Context: an optimization exercise on an open-source flow, tuned for small area. The choices shown serve that exercise and are no tape-out recipe.
RTL that was checked went through simulation tests only; none was proved equivalent to the original.
No activity file was given, so power comes from the tool's default toggle rates.

## try-harbor
## multiply_matrix
module multiply_matrix
(
    input clk,
    input load,
	input load_w,
	input [159:0] c,
    input [63:0] a,
	input [63:0] b,
    output logic [159:0] out
);
	logic [63:0] w [0:7];
	logic [63:0] a1;
	logic [31:0] a2;
	logic [47:0] e2, e3;
	logic [9:0] n2;
	logic [159:0] s0a, s1a;
	logic [111:0] s0b;
	logic [95:0] s1b;
	logic [7:0] s0c, s1c;
	logic [159:0] s [2:7];
	logic [47:0] e_lo, e_hi;
	logic [9:0] n1;
	booth_enc enc_lo (.a(a1[31:0]), .e(e_lo));
	booth_enc enc_hi (.a(a2), .e(e_hi));
	negsum ns (.a(a1), .n(n1));
	logic [15:0] nzn2, nzn3;
	assign nzn2 = e2[15:0] & e2[31:16];
	assign nzn3 = e3[15:0] & e3[31:16];
	logic [159:0] t0a, t1a, sum;
	logic [111:0] t0b;
	logic [95:0] t1b;
	logic [7:0] t0c, t1c;
	genvar j;
	generate
		for (j = 0; j < 8; j = j + 1) begin : g_dot
			dot_lo dl (.onen(e2[15:0]), .twon(e2[31:16]), .negn(e2[47:32]), .nzn(nzn2), .w(w[j][31:0]),
				.acc0(c[20*j +: 20]), .n(n2),
				.sa(t0a[20*j +: 20]), .sb(t0b[14*j +: 14]), .sc(t0c[j]));
			dot_hi dh (.onen(e3[15:0]), .twon(e3[31:16]), .negn(e3[47:32]), .nzn(nzn3), .w(w[j][63:32]),
				.acc0(s0a[20*j +: 20]), .acc1(s0b[14*j +: 14]), .acc2(s0c[j]),
				.sa(t1a[20*j +: 20]), .sb(t1b[12*j +: 12]), .sc(t1c[j]));
			cpa20 ad (.a(s1a[20*j +: 20]), .b(s1b[12*j +: 12]), .ci(s1c[j]), .s(sum[20*j +: 20]));
		end
	endgenerate
	integer i;
	always @(posedge clk) begin
		if (load_w) begin
			w[0] <= b;
			for (i = 1; i < 8; i = i + 1)
				w[i] <= w[i-1];
		end
		if (load) begin
			a1 <= a;
			e2 <= e_lo;
			n2 <= n1;
			a2 <= a1[63:32];
			e3 <= e_hi;
			s0a <= t0a;
			s0b <= t0b;
  ...
Size in the first run: roughly 11000 cells after synthesis.
==> flow/config.mk <==
export PLATFORM = sky130hd
export DESIGN_NAME = multiply_matrix
export DESIGN_NICKNAME = multiply_matrix
export VERILOG_FILES = /design/flow/design.v
export SDC_FILE = /design/flow/constraint.sdc
export NUM_CORES = 8
export LEC_CHECK = 0
export CAP_MARGIN = 20
export CORE_MARGIN = 2
export CORE_UTILIZATION = 60
export CTS_BUF_LIST = sky130_fd_sc_hd__clkbuf_8 sky130_fd_sc_hd__clkbuf_16
export CTS_CLUSTER_DIAMETER = 60
export CTS_CLUSTER_SIZE = 20
export PLACE_DENSITY = 0.65
export SLEW_MARGIN = 20
export SYNTH_HIERARCHICAL = 1
==> flow/constraint.sdc <==
create_clock -name core_clock -period 5.0 [get_ports {clk}]
set_input_delay 1.0000 -clock core_clock [delete_from_list [all_inputs] [get_ports {clk}]]
set_output_delay 1.0000 -clock core_clock [all_outputs]
set_load 0.01 [all_outputs]
standard.sh (not shown) runs the stock make flow with config.mk's settings and CLKGATE_MAP_FILE= SYNTH_SCRIPT=/design/flow/synth_recipe.tcl, a recipe that flattens the netlist after the stock synthesis.
==> flow/flow/run.sh <==
#!/bin/bash
# Layout: the standard flow (standard.sh, unchanged synthesis and steps),
# with the input and output port buffers made of sky130_fd_sc_hd__buf_1 and
# clock tree synthesis without dummy loads and with larger sink clusters.
set -euo pipefail
export BUFFER_PORTS_ARGS="-buffer_cell sky130_fd_sc_hd__buf_1"
export CTS_ARGS="-sink_clustering_enable -repair_clock_nets -dont_use_dummy_load -sink_clustering_size 30 -sink_clustering_max_diameter 80 -buf_list sky130_fd_sc_hd__clkbuf_16"
bash standard.sh > standard_flow.log 2>&1
--- input diff try-harbor..try-pepper ---
# try-harbor
export LEC_CHECK = 0
export CAP_MARGIN = 20
export CORE_MARGIN = 2
export CORE_UTILIZATION = 60
export CTS_BUF_LIST = sky130_fd_sc_hd__clkbuf_8 sky130_fd_sc_hd__clkbuf_16
export CTS_CLUSTER_DIAMETER = 60
export CTS_CLUSTER_SIZE = 20
export PLACE_DENSITY = 0.65
export SLEW_MARGIN = 20
export SYNTH_HIERARCHICAL = 1
create_clock -name core_clock -period 5.0 [get_ports {clk}]
# try-pepper
export LEC_CHECK = 0
export CAP_MARGIN = 20
export CORE_MARGIN = 2
export CORE_UTILIZATION = 50
export CTS_BUF_LIST = sky130_fd_sc_hd__clkbuf_8 sky130_fd_sc_hd__clkbuf_16
export CTS_CLUSTER_DIAMETER = 60
export CTS_CLUSTER_SIZE = 20
export PLACE_DENSITY = 0.65
export SLEW_MARGIN = 20
export SYNTH_HIERARCHICAL = 1
create_clock -name core_clock -period 5.0 [get_ports {clk}]
==> flow/flow/run.sh <==
#!/bin/bash
# Layout: the standard flow (standard.sh, unchanged synthesis and steps),
# with the input and output port buffers made of sky130_fd_sc_hd__buf_1.
set -euo pipefail
export BUFFER_PORTS_ARGS="-buffer_cell sky130_fd_sc_hd__buf_1"
bash standard.sh > standard_flow.log 2>&1
==> comparison <==
- Any difference in CTS sink count between try-pepper and try-harbor is small enough to ignore.
- Summary of try-pepper over try-harbor: total number of placement rows +9.4%; post-detailed-placement cell area closely matched the old numbers; total placed cells including tap cells increased by 4.6% relative to the old numbers; final instance area picked up an extra about 2.7%.
- Run comparison: try-harbor launch point of the critical path e3[33]$_DFFE_PP_; try-pepper launch point of the critical path e3[32]$_DFFE_PP_
- try-pepper leaves less setup margin than try-harbor.
- try-pepper vs. try-harbor: number of clock buffer instances in the layout grew by 58%, maximum number of pins on one net before global-route repair grew by 10%, total power draw grew by 5.4%, wire length grew by 12000 um, final instance count without filler cells grew by about 7%.
For try-lagoon, these inputs were changed with respect to try-pepper:
# try-pepper
export LEC_CHECK = 0
export CAP_MARGIN = 20
export CORE_MARGIN = 2
export CORE_UTILIZATION = 50
export CTS_BUF_LIST = sky130_fd_sc_hd__clkbuf_8 sky130_fd_sc_hd__clkbuf_16
export CTS_CLUSTER_DIAMETER = 60
export CTS_CLUSTER_SIZE = 20
export PLACE_DENSITY = 0.65
export SLEW_MARGIN = 20
export SYNTH_HIERARCHICAL = 1
create_clock -name core_clock -period 5.0 [get_ports {clk}]
# try-lagoon
export LEC_CHECK = 0
export CAP_MARGIN = 20
export CORE_MARGIN = 2
export CORE_UTILIZATION = 60
export CTS_BUF_LIST = sky130_fd_sc_hd__clkbuf_8 sky130_fd_sc_hd__clkbuf_16
export CTS_CLUSTER_DIAMETER = 60
export CTS_CLUSTER_SIZE = 20
export PLACE_DENSITY = 0.8
export SLEW_MARGIN = 20
export SYNTH_HIERARCHICAL = 1
create_clock -name core_clock -period 5.0 [get_ports {clk}]
-- flow/flow/run.sh --
<<< try-pepper, line 3
# with the input and output port buffers made of sky130_fd_sc_hd__buf_1.
>>> try-lagoon, line 3
# with the input and output port buffers made of sky130_fd_sc_hd__buf_1 and
# clock tree synthesis without dummy loads and with larger sink clusters.
<<< try-pepper, line 6
>>> try-lagoon, line 7
export CTS_ARGS="-sink_clustering_enable -repair_clock_nets -dont_use_dummy_load -sink_clustering_size 30 -sink_clustering_max_diameter 80 -buf_list sky130_fd_sc_hd__clkbuf_16"
Notes after the runs:
[try-lagoon vs try-pepper] total iterations of the first detailed-routing run: lower in try-lagoon. Looking at leakage component of the power, try-lagoon sits about 3% below try-pepper. try-lagoon against try-pepper: switching power of the nets went down, via count went up. Worst slack on hold paths (try-lagoon over try-pepper): increase, 0.050 ns.
diff inputs: try-lagoon => try-tundra
# try-lagoon
export LEC_CHECK = 0
export CAP_MARGIN = 20
export CORE_MARGIN = 2
export CORE_UTILIZATION = 60
export CTS_BUF_LIST = sky130_fd_sc_hd__clkbuf_8 sky130_fd_sc_hd__clkbuf_16
export CTS_CLUSTER_DIAMETER = 60
export CTS_CLUSTER_SIZE = 20
export PLACE_DENSITY = 0.8
export SLEW_MARGIN = 20
export SYNTH_HIERARCHICAL = 1
create_clock -name core_clock -period 5.0 [get_ports {clk}]
# try-tundra
export LEC_CHECK = 0
export CAP_MARGIN = 20
export CORE_MARGIN = 2
export CORE_UTILIZATION = 60
export CTS_BUF_LIST = sky130_fd_sc_hd__clkbuf_8 sky130_fd_sc_hd__clkbuf_16
export CTS_CLUSTER_DIAMETER = 60
export CTS_CLUSTER_SIZE = 20
export PLACE_DENSITY = 0.72
export SLEW_MARGIN = 20
export SYNTH_HIERARCHICAL = 1
create_clock -name core_clock -period 5.0 [get_ports {clk}]
-- flow/flow/run.sh --
<<< try-lagoon, line 7
export CTS_ARGS="-sink_clustering_enable -repair_clock_nets -dont_use_dummy_load -sink_clustering_size 30 -sink_clustering_max_diameter 80 -buf_list sky130_fd_sc_hd__clkbuf_16"
>>> try-tundra, line 7
export CTS_ARGS="-sink_clustering_enable -repair_clock_nets -dont_use_dummy_load -sink_clustering_size 30 -sink_clustering_max_diameter 90 -buf_list sky130_fd_sc_hd__clkbuf_16"
Results
try-tundra completed; timing, DRC and antenna clean. Per the comparison of try-tundra with try-lagoon, highest cell delay on the worst timing path now sits higher, non-clock buffer count now sits lower, number of buffers created by CTS now sits lower, via count now sits lower. According to the power report, total power for try-tundra is higher than for try-lagoon. Per the comparison of try-tundra with try-lagoon, number of clock-tree buffers in the layout dropped 21; signal arrival time at the worst endpoint went up by 0.07 ns. s0b[46]$_DFFE_PP_ as the capture point of the worst path was reported by try-lagoon, and s0a[91]$_DFFE_PP_ by try-tundra. Compared with try-lagoon, in try-tundra share of total power in combinational logic now sits higher; total wire length after detailed routing now sits lower; detail-routed net length per standard cell now sits lower.

== 07-13 ==
multiply_matrix, a different RTL version from the one above (not shown whole).
Size in the first run: roughly 11000 cells after synthesis, roughly 450 I/O pins, about 170000 sq um of cells after synthesis.
clock: 5.0 ns
lec_check: 0
cap_margin: 20
core_margin: 2
core_utilization: 60
cts_buf_list: sky130_fd_sc_hd__clkbuf_8 sky130_fd_sc_hd__clkbuf_16
cts_cluster_diameter: 60
cts_cluster_size: 20
place_density: 0.72
slew_margin: 20
synth_hierarchical: 1
run.sh (not shown) runs the stock make flow with config.mk's settings and CLKGATE_MAP_FILE= SYNTH_SCRIPT=/design/flow/synth_recipe.tcl, a recipe that flattens the netlist after the stock synthesis.
Stock flow here: none of the scripts above is used.
07-13 was carried through to the last stage, and its layout satisfied the timing, design-rule and antenna checks.
[inputs] 06-09 vs 07-13
==> flow/flow/run.sh (new file) <==
#!/bin/bash
# Layout: the standard flow (standard.sh, unchanged synthesis and steps),
# with the input and output port buffers made of sky130_fd_sc_hd__buf_1.
set -euo pipefail
export BUFFER_PORTS_ARGS="-buffer_cell sky130_fd_sc_hd__buf_1"
bash standard.sh > standard_flow.log 2>&1
==> flow/standard.sh (new file) <==
#!/bin/bash
# synth_recipe.tcl (not shown) runs the flow's synth.tcl, then flattens the netlist and writes it again
# the make line also repeats each setting of config.mk as NAME=value (left out here)
make -C /OpenROAD-flow-scripts/flow DESIGN_CONFIG=/design/flow/config.mk WORK_HOME=/design/flow/orfs CLKGATE_MAP_FILE= SYNTH_SCRIPT=/design/flow/synth_recipe.tcl "${@:-finish}"
removed: flow/run.sh
Results
- The count of buffer and inverter cells on the critical path of 06-09 is lower than that of 07-13.
- Met3 track demand over resource in global routing: 06-09 vs 07-13 down 0.65 points
- Status: sequential power parity (06-09, 07-13)
- Relative contribution of combinational cells to total power in 06-09 is 0.3 points lower than in 07-13
- Total power consumption of the routed design, 06-09 vs 07-13: up slightly
- Re pin count of the biggest net entering global routing: 06-09 and 07-13 aren't equal, and the lower value belongs to 07-13.
- First-pass iteration count of the detailed router, 06-09 and 07-13: higher on 07-13
- | utilization | higher: 07-13 |
No functional check of the RTL was part of any run of this note.

re-timing with driven ports:
In the flow no input, the clock included, has a driving cell. The finished layouts below were timed again as built, in two steps. Step 1, drivers: a clkbuf_16 drives clk and a buf_2 each remaining input, both assumed. Step 2 moves the port delays by t, midway between the first and last clock arrival at a register: inputs arrive t later, outputs are due t later. That takes back most of the time a late clock gives input paths. Slacks: no drivers / after step 1 / after step 2; pairs: no drivers / after step 1.
run | shift t [ns] | setup slack, ns | worst setup path at the end | worst data-port slew with drivers (ns)
try-harbor | 0.954 | 0.182 / 0.182 / 0.182 | register to register | 0.11
try-pepper | 1.054 | 0.139 / 0.139 / 0.139 | register to register | 0.13
try-lagoon | 0.982 | 0.189 / 0.189 / 0.189 | register to register | 0.12
try-tundra | 1.016 | 0.136 / 0.135 / 0.135 | register to register | 0.08
07-13 | 1.014 | 0.126 / 0.126 / 0.126 | register to register | 0.19
06-09 | 1.028 | 0.209 / 0.209 / 0.209 | register to register | 0.17
After both steps every run listed still meets setup and hold. For try-tundra, which loses most, drivers alone change the setup slack by -0.001 ns; drivers and shift together by -0.001 ns.
